From an optimization exercise on the open Yosys and OpenROAD flow, aimed at small area and a short achievable clock period; shortcuts taken in it are not production practice. Function was checked by simulation only, so behaviour that the tests miss may differ from the original. Power and IR drop assume default switching activity.

Setup of run 1:
==> flow/design.v (excerpt) <==
module cpu (clk, reset,
            o_pc, i_instr,
            o_ram_addr, o_ram_wdata, o_ram_wen, i_ram_rdata,
            o_reg_wen, o_reg_widx, o_reg_wdata
);
Settings: LEC_CHECK=0, CAP_MARGIN=25, CORE_MARGIN=2, CORE_UTILIZATION=30, CTS_BUF_LIST=sky130_fd_sc_hd__clkbuf_8, SETUP_SLACK_MARGIN=5, SLEW_MARGIN=20, SYNTH_HIERARCHICAL=1, TNS_END_PERCENT=5; clock period 15.0 ns.
run.sh (not shown) runs the stock make flow with config.mk's settings and CLKGATE_MAP_FILE= SYNTH_SCRIPT=/design/flow/synth_recipe.tcl, a recipe that flattens the netlist after the stock synthesis.
[inputs] run 2 vs run 1
==> flow/flow/run.sh (new file) <==
#!/bin/bash
# The standard layout (standard.sh, with its unchanged synthesis), except
# that the port buffers are sky130_fd_sc_hd__buf_2 instead of the delay cell
# buffer_ports picks by default (timing repair still resizes them as needed).
# Each ORFS step keeps its own full log under orfs/logs/; make's output goes
# to make_finish.log in this folder.
set -euo pipefail
bash standard.sh "BUFFER_PORTS_ARGS=-buffer_cell sky130_fd_sc_hd__buf_2" finish > make_finish.log 2>&1
==> flow/standard.sh (new file) <==
#!/bin/bash
# synth_recipe.tcl (not shown) runs the flow's synth.tcl, then flattens the netlist and writes it again
# the make line also repeats each setting of config.mk as NAME=value (left out here)
make -C /OpenROAD-flow-scripts/flow DESIGN_CONFIG=/design/flow/config.mk WORK_HOME=/design/flow/orfs CLKGATE_MAP_FILE= SYNTH_SCRIPT=/design/flow/synth_recipe.tcl "${@:-finish}"
removed: flow/run.sh
==> notes.md <==
- Run 1 → run 2: clock insertion delay at the later pin of the skew report level; routed wire length moved down.
- Compared run 2 vs run 1, and global-route wire length before repair is down in run 2.
- Run 2 consumes less power than run 1 does.
- In the tables for run 2 and run 1, post-route cell area reads higher with run 1.
- ~same overall via count from detail_route in run 2 and run 1
- Taking run 1 as the reference, in run 2 total met2 wirelength after detailed routing now smaller, share of the clock period used by the worst path fell 2.3 points, global routing usage on met1 went down.
For run 3, these inputs were changed with respect to run 2:
- CTS_CLUSTER_SIZE now 22, previously not set
- CTS_BUF_LIST now sky130_fd_sc_hd__clkbuf_16, was sky130_fd_sc_hd__clkbuf_8
- CTS_CLUSTER_DIAMETER now 85, previously not set
[summary]
Going from run 2 to run 3, combinational share of power rose by 2.8 points; met3 wire length fell by 2.6%; total via count after detailed routing fell by 1145. Run 2 ended up with i_instr[17] as its beginning of the critical path; run 3 ended up with i_instr[18]. Relative to run 2, post-layout worst setup margin decreased by 0.10 ns in run 3.

---

cpu, a different RTL version from the one above (not shown whole).
For scale: ~5,600 cells after synthesis, roughly 200 I/O pins, ~57,000 um2 of cells after synthesis.
==> flow/config.mk <==
export PLATFORM = sky130hd
export DESIGN_NAME = cpu
export DESIGN_NICKNAME = cpu
export VERILOG_FILES = /design/flow/design.v
export SDC_FILE = /design/flow/constraint.sdc
export NUM_CORES = 4
export LEC_CHECK = 0
export CAP_MARGIN = 25
export CORE_MARGIN = 2
export CORE_UTILIZATION = 30
export CTS_BUF_LIST = sky130_fd_sc_hd__clkbuf_16
export CTS_CLUSTER_DIAMETER = 85
export CTS_CLUSTER_SIZE = 22
export SETUP_SLACK_MARGIN = 5
export SLEW_MARGIN = 20
export SYNTH_HIERARCHICAL = 1
export TNS_END_PERCENT = 5
==> flow/constraint.sdc <==
create_clock -name core_clock -period 15.0 [get_ports {clk}]
set_input_delay 3.0000 -clock core_clock [delete_from_list [all_inputs] [get_ports {clk}]]
set_output_delay 3.0000 -clock core_clock [all_outputs]
set_load 0.01 [all_outputs]
standard.sh (not shown) runs the stock make flow with config.mk's settings and CLKGATE_MAP_FILE= SYNTH_SCRIPT=/design/flow/synth_recipe.tcl, a recipe that flattens the netlist after the stock synthesis.
==> flow/flow/run.sh <==
#!/bin/bash
# The standard layout (standard.sh, with its unchanged synthesis), except
# that the port buffers are sky130_fd_sc_hd__buf_2 instead of the delay cell
# buffer_ports picks by default (timing repair still resizes them as needed).
# Each ORFS step keeps its own full log under orfs/logs/; make's output goes
# to make_finish.log in this folder.
set -euo pipefail
bash standard.sh "BUFFER_PORTS_ARGS=-buffer_cell sky130_fd_sc_hd__buf_2" finish > make_finish.log 2>&1
The starting point passed the timing, DRC and antenna checks.
==> next run, changes <==
--- a/flow/config.mk
+++ b/flow/config.mk
@@ -13,0 +14 @@
+export PLACE_DENSITY = 0.7
After rerunning: Die area does not change; sequential share of layout area falls by 0.13 points; wire length falls by 2.6%; via count rises by 2.3%.

---

Another version of the RTL of cpu (not shown whole).
Size: ~5,600 cells after synthesis, ~200 I/O pins, roughly 56,000 sq um of cells after synthesis.
clock: 15.0 ns
lec_check: 0
cap_margin: 25
core_margin: 2
core_utilization: 30
cts_buf_list: sky130_fd_sc_hd__clkbuf_16
cts_cluster_diameter: 90
cts_cluster_size: 25
setup_slack_margin: 5
slew_margin: 20
synth_hierarchical: 1
tns_end_percent: 5
Scripts as last shown in full above: flow/flow/run.sh
The starting point produced a clean layout.
Edit:
CTS_CLUSTER_DIAMETER = 85   (was 90)
CTS_CLUSTER_SIZE = 22   (was 25)
Effect: The new run completed without violations. Combinational power hardly moves. Wire length goes down slightly. Cell count barely changes. Power rose slightly. Fmax hardly moves. Hold slack degrades by 4.6 ps. Cell area falls slightly. Non-clock buffer count decreases by 15. Global-route usage stays flat. Die area stays the same.

separate check: timing with driven ports:
How much do the figures lean on ideal ports? The routed layouts below were timed once more, with nothing changed but the port constraints.
Step 1 assumes that a clkbuf_16 drives the clock port and a buf_2 every other input.
Step 2 adds t to the input delays and takes it off the output delays; t is the mean of the earliest and latest rising clock arrival at the registers after step 1. Input paths then give back, and output paths get back, about the clock's delay inside the block.
a / b / c = ideal ports / drivers / drivers and shift; a / b = the first two.
run	t, ns	setup slack, ns	hold WS [ns]	clock arrival spread, ns	worst register clock-pin slew, ns
run 1	0.980	4.532 / 4.493 / 4.493	0.474 / 0.474 / 0.474	0.060 / 0.060	0.07 / 0.07
run 2	0.970	4.874 / 4.830 / 4.830	0.485 / 0.485 / 0.485	0.057 / 0.057	0.08 / 0.08
run 3	0.798	4.774 / 4.729 / 4.729	0.495 / 0.495 / 0.495	0.039 / 0.038	0.10 / 0.10
the first run of note 2	0.795	4.761 / 4.706 / 4.706	0.488 / 0.488 / 0.488	0.072 / 0.072	0.11 / 0.11
the second run of note 2	0.797	4.812 / 4.749 / 4.749	0.495 / 0.495 / 0.495	0.044 / 0.043	0.10 / 0.10
the first run of note 3	0.788	4.862 / 4.827 / 4.827	0.497 / 0.497 / 0.497	0.067 / 0.066	0.11 / 0.11
the second run of note 3	0.803	4.874 / 4.844 / 4.844	0.492 / 0.492 / 0.492	0.071 / 0.071	0.11 / 0.11
After both steps setup and hold are still met in every run listed. For the second run of note 2, which loses most, drivers alone change the setup slack by -0.063 ns; drivers and shift together by -0.063 ns.
